Source: an optimization exercise on an open RTL-to-GDS flow (aim: small area, a short achievable clock period and few clock cycles per item). Production flows keep margins and buffers that such runs may drop. Function was checked by simulation only, so behaviour that the tests miss may differ from the original.

Setup of run A:
Design logarithm, start of the top module:
module logarithm #(
	parameter n = 16,
	parameter m = 24,
	parameter k = 5 ,
	parameter p = 24
) (
	input        clk  ,  
	input        reset,  
	input        start,
	input  [0:n] x    ,
	output [1:p] y    ,
	output       done
);
Settings: LEC_CHECK=0, CAP_MARGIN=20, CORE_MARGIN=2, CORE_UTILIZATION=40, CTS_BUF_LIST=sky130_fd_sc_hd__clkbuf_4 sky130_fd_sc_hd__clkbuf_8, SETUP_SLACK_MARGIN=3.6, SLEW_MARGIN=60, SYNTH_HIERARCHICAL=1, SYNTH_MINIMUM_KEEP_SIZE=0; clock period 9.0 ns.
standard.sh (not shown) runs the stock make flow with config.mk's settings and CLKGATE_MAP_FILE= SYNTH_SCRIPT=/design/flow/synth_recipe.tcl, a recipe that flattens the netlist after the stock synthesis.
==> flow/flow/run.sh <==
#!/bin/bash
# Standard layout, with the smallest buffer on the ports instead of the
# delay buffer that buffer_ports picks by default.
set -e
export BUFFER_PORTS_ARGS="-buffer_cell sky130_fd_sc_hd__buf_1"
bash standard.sh finish > standard_flow.log 2>&1
Testbench counts of run A, summed over its fixed seeds: cycles 36,800, items 1,600.
Here is what was changed in the inputs of run B compared with run A.
--- a/flow/config.mk
+++ b/flow/config.mk
@@ -10,4 +10,3 @@
 export CORE_UTILIZATION = 40
-export CTS_BUF_LIST = sky130_fd_sc_hd__clkbuf_4 sky130_fd_sc_hd__clkbuf_8
-export SETUP_SLACK_MARGIN = 3.6
+export SETUP_SLACK_MARGIN = 4.2
 export SLEW_MARGIN = 60
Results
[compare] base=run A new=run B: setup slack at placement moved up; number of nets in the layout now larger; worst path setup slack after routing rose 290 ps. Any difference in number of design rule violations left after detail routing between run A and run B is small enough to ignore. f[6]$_DFF_P_ as the origin of the worst setup path was reported by run A, and f[18]$_DFF_P_ by run B. Ratio of final minimum period to clock period delta for run B relative to run A: 3.2 points lower. All of run A and run B finish clean. Higher total stage count of the critical path among run A and run B: run A. Comparing final cell count for run A and run B, the bigger number came from run B. Sort run A and run B by post-cts gate resize count asc -> top: run A.
Changes in run C relative to run B:
--- a/flow/config.mk
+++ b/flow/config.mk
@@ -7,6 +7,7 @@
 export LEC_CHECK = 0
-export CAP_MARGIN = 20
+export CAP_MARGIN = 50
 export CORE_MARGIN = 2
 export CORE_UTILIZATION = 40
-export SETUP_SLACK_MARGIN = 4.2
+export CTS_BUF_LIST = sky130_fd_sc_hd__clkbuf_4 sky130_fd_sc_hd__clkbuf_8
+export SETUP_SLACK_MARGIN = 4.0
 export SLEW_MARGIN = 60
## What came out
- Changes observed in run C relative to run B: half-perimeter wire length after detailed placement has increased; share of the core filled with cells in the final layout has decreased; final non-filler cell total has decreased; total vias in the final route has decreased.
- Run C: average wire length per cell after detail routing lower than run B
- Run C against run B: share of cell area taken by multi-input logic gates rose 6.8 points, routed wire length fell 13%, share of the cycle needed by the critical path after routing about even.

* * *

try-ember:
logarithm, a different RTL version from the one above (not shown whole).
Size in the first run: roughly 1400 cells after synthesis, about 49 flip-flops.
## logarithm
module logarithm #(
	parameter n = 16,
	parameter m = 24,
	parameter k = 5 ,
	parameter p = 24
) (
	input        clk  ,  
	input        reset,  
	input        start,
	input  [0:n] x    ,
	output [1:p] y    ,
	output       done
);
==> flow/config.mk <==
export PLATFORM = sky130hd
export DESIGN_NAME = logarithm
export DESIGN_NICKNAME = logarithm
export VERILOG_FILES = /design/flow/design.v
export SDC_FILE = /design/flow/constraint.sdc
export NUM_CORES = 4
export LEC_CHECK = 0
export CAP_MARGIN = 20
export CORE_MARGIN = 2
export CORE_UTILIZATION = 40
export SLEW_MARGIN = 20
==> flow/constraint.sdc <==
create_clock -name core_clock -period 9.0 [get_ports {clk}]
set_input_delay 1.8000 -clock core_clock [delete_from_list [all_inputs] [get_ports {clk}]]
set_output_delay 1.8000 -clock core_clock [all_outputs]
set_load 0.01 [all_outputs]
run.sh (not shown) runs the stock make flow with config.mk's settings and CLKGATE_MAP_FILE= SYNTH_SCRIPT=/design/flow/synth_recipe.tcl, a recipe that flattens the netlist after the stock synthesis.
Stock flow here: none of the scripts above is used.
try-ember reached the end of the flow, and the finished layout is clean on the timing, DRC and antenna checks.
Testbench counts of try-ember, summed over its fixed seeds: cycles 41,600, items 1,600.
Input changes introduced in try-lagoon (baseline for comparison: try-ember):
- SETUP_SLACK_MARGIN now 3, previously not set
- CORE_UTILIZATION now 65, was 40
- PLACE_DENSITY now 0.75, previously not set
Findings:
try-ember: flow completed, timing, DRC and antenna clean
try-lagoon: no failed stages, no open violations at the end
try-lagoon against try-ember: worst relative slew slack shrank by 0.42 points, actual transition at the worst max-transition pin grew by 0.0047 ns, routing usage on met3 grew by 1.4 points, non-filler instance count after layout shrank by 85.
Timing startpoint of the critical path: f[20] -> try-lagoon, f[8] -> try-ember
[compare] base=try-ember new=try-lagoon: total CTS buffers was more or less identical, clock period minus final worst setup slack has decreased.
Changes in try-xenon relative to try-lagoon:
- SETUP_SLACK_MARGIN no longer set, was 3
Findings:
Relative to try-lagoon, the area added between synthesis and finish of try-xenon is lower by 10 points. Maximum operating frequency delta (try-xenon − try-lagoon): unfavourable. Comparing proportion of cell area occupied by registers for try-lagoon and try-xenon, the smaller number came from try-lagoon. In the flow results for try-lagoon and try-xenon, the share of the cycle needed by the critical path after routing is smaller on try-lagoon. Re number of stages on the worst setup path: try-xenon is 2 down on try-lagoon. Relative to try-lagoon, the non-clock buffer count of try-xenon is lower by about 55%. Summary of try-xenon over try-lagoon: cell area after layout shrank by about 9%, final worst clock skew held steady.

* * *

## v40
RTL: one of the versions met above, not the one the previous note started from.
Size: roughly 1,300 cells after synthesis, about 46 flip-flops, roughly 45 I/O pins.
// logarithm
module logarithm #(
	parameter n = 16,
	parameter m = 24,
	parameter k = 5 ,
	parameter p = 24
) (
	input        clk  ,  
	input        reset,  
	input        start,
	input  [0:n] x    ,
	output [1:p] y    ,
	output       done
);
	reg  [23:0] f;
	wire s1;
	wire c2;
	wire s3;
	wire c4;
	wire s5;
	wire c6;
	wire s7;
	wire c8;
	wire s9;
	wire c10;
	wire s11;
	wire c12;
	wire s13;
	wire c14;
	wire s15;
	wire c16;
	wire s17;
	wire c18;
	wire s19;
	wire c20;
	wire s21;
	wire c22;
	wire s23;
	wire c24;
	wire s25;
	wire c26;
	wire s27;
	wire c28;
	wire s29;
	wire c30;
	wire s31;
	wire c32;
	wire s33;
	wire c34;
	wire s35;
	wire c36;
	wire s37;
	wire c38;
	wire s39;
	wire c40;
	wire s41;
	wire c42;
	wire s43;
	wire c44;
	wire s45;
	wire c46;
	wire s47;
	wire c48;
	wire s49;
	wire c50;
	wire s51;
	wire c52;
	wire s53;
	wire c54;
	wire s55;
	wire c56;
	wire s57;
	wire c58;
	wire s59;
	wire c60;
	wire s61;
	wire c62;
	wire s63;
	wire c64;
	wire s65;
	wire c66;
	wire s67;
	wire c68;
	wire s69;
	wire c70;
	wire s71;
	wire c72;
	wire s73;
	wire c74;
	wire s75;
	wire c76;
	wire s77;
	wire c78;
	wire s79;
	wire c80;
	wire s81;
	wire c82;
	wire s83;
	wire c84;
	wire s85;
	wire c86;
	wire s87;
	wire c88;
	wire s89;
	wire c90;
	wire s91;
	wire c92;
	wire s93;
	wire c94;
	wire s95;
	wire c96;
	wire s97;
	wire c98;
	wire s99;
	wire c100;
	wire s101;
	wire c102;
	wire s103;
	wire c104;
	wire s105;
	wire c106;
	wire s107;
	wire c108;
	wire s109;
	wire c110;
	wire s111;
	wire c112;
	wire s113;
	wire c114;
	wire s115;
	wire c116;
	wire s117;
	wire c118;
	wire s119;
	wire c120;
	wire s121;
	wire c122;
	wire s123;
	wire c124;
	wire s125;
	wire c126;
	wire s127;
	wire c128;
	wire s129;
	wire c130;
	wire s131;
	wire c132;
	wire s133;
	wire c134;
	wire s135;
	wire c136;
  ...
clock: 9.0 ns
lec_check: 0
cap_margin: 20
core_margin: 2
core_utilization: 40
cts_buf_list: sky130_fd_sc_hd__clkbuf_4 sky130_fd_sc_hd__clkbuf_8
setup_slack_margin: 4.0
slew_margin: 80
synth_hierarchical: 1
synth_minimum_keep_size: 0
standard.sh (not shown) runs the stock make flow with config.mk's settings and CLKGATE_MAP_FILE= SYNTH_SCRIPT=/design/flow/synth_recipe.tcl, a recipe that flattens the netlist after the stock synthesis.
Scripts as last shown in full above: flow/flow/run.sh
Every stage of the flow completed for v40, and the final layout passed the timing, DRC and antenna checks.
Testbench counts of v40, summed over its fixed seeds: cycles 36,800, items 1,600.
Edits applied to the flow inputs when going from v40 to v13:
Settings: SETUP_SLACK_MARGIN changed from 4.0 to 3.8; SLEW_MARGIN changed from 80 to 60.
--- outcome ---
- The final layout from v13, which completed every stage, passed the timing, DRC and antenna checks at the end of the flow.
- A termination of the worst setup path of f[9]$_DFF_P_ is what v13 shows, while f[18]$_DFF_P_ belongs to v40.
- Non-clock buffer count (higher): v40
- Taking v40 as the reference, in v13 number of buffer and inverter stages on the critical path went down 2, setup slack at placement went down 0.079 ns, per-cell routed wire length went down 5.1%, share of layout cells above drive strength 1 went down 6.7 points.
- Routing usage on met2 (higher): v40
- Compared with v40, v13 shows final area lower by about 8%.
- On layout overhead on the synthesized area: between v40 and v13, it ends up higher for v40.
- The run with more setup slack is v40; v13 has less.
Changes in v22 relative to v13:
Settings: a change of SETUP_SLACK_MARGIN from 3.8 to 4.0; a deleted CTS_BUF_LIST that had been sky130_fd_sc_hd__clkbuf_4 sky130_fd_sc_hd__clkbuf_8.
Findings:
v22 reports its origin of the worst setup path as f[20]$_DFF_P_ while v13 reports f[21]$_DFF_P_. From v13 to v22 the numbers moved as follows: signed area change from the synthesized netlist to the final layout rose by 3.0 points, least setup slack across all paths after layout now sits higher, layout cell share with drive strength beyond 1 grew by 1.0 points.
For v14, these inputs were changed with respect to v22:
Settings: CTS_BUF_LIST: unset -> sky130_fd_sc_hd__clkbuf_8 sky130_fd_sc_hd__clkbuf_16.
## What came out
Between v22 and v14, the cell count does not differ in any meaningful way.
In terms of final standard cell area without fillers, v22 and v14 differ only marginally.
Total of endpoints with negative setup slack in the final report: v22 vs v14 — no meaningful difference
Setup slack delta (v22 -> v14): insignificant
Comparing v14 against v22, there is no change at all in synthesis-stage register bit count.
### v14 -> v54
Settings: changing CTS_BUF_LIST from sky130_fd_sc_hd__clkbuf_8 sky130_fd_sc_hd__clkbuf_16 to sky130_fd_sc_hd__clkbuf_4 sky130_fd_sc_hd__clkbuf_8.
### Flow results
v54 against v14: flip-flop and latch count stayed essentially flat, count of instances resized after the clock tree is built now larger.
Compared to v14, v54 has minimum clock period after layout 0.0059 ns lower.
Of v54 and v14, v54 shows the lower non-clock buffer count, with v14 above it.
In v54 the worst setup slack turned out 0.0059 ns higher than in v14.

[what the ideal ports hide]
How much do the figures lean on ideal ports? The routed layouts below were timed once more, with nothing changed but the port constraints. Step 1: set_driving_cell puts a clkbuf_16 on clk and a buf_2 on each other input, an assumption about the parent block. Step 2 moves the port delays by t, midway between the first and last clock arrival at a register: inputs arrive t later, outputs are due t later. That takes back most of the time a late clock gives input paths. Three values: ideal, step 1, step 2; two values: the first two.
run | t, ns | setup slack, ns | worst setup path after step 2
run A | 0.344 | 3.966 / 3.966 / 3.966 | register to register
run B | 0.339 | 4.255 / 4.255 / 4.255 | register to register
run C | 0.345 | 4.242 / 4.242 / 4.242 | register to register
try-ember | 0.329 | 2.139 / 2.139 / 2.139 | register to register
try-lagoon | 0.322 | 3.128 / 3.128 / 3.128 | register to register
try-xenon | 0.322 | 2.122 / 2.122 / 2.122 | register to register
v40 | 0.357 | 4.149 / 4.149 / 4.149 | register to register
v13 | 0.344 | 4.076 / 4.076 / 4.076 | register to register
v22 | 0.343 | 4.236 / 4.236 / 4.236 | register to register
v14 | 0.343 | 4.236 / 4.236 / 4.236 | register to register
v54 | 0.345 | 4.242 / 4.242 / 4.242 | register to register
After both steps every run listed still meets setup and hold.
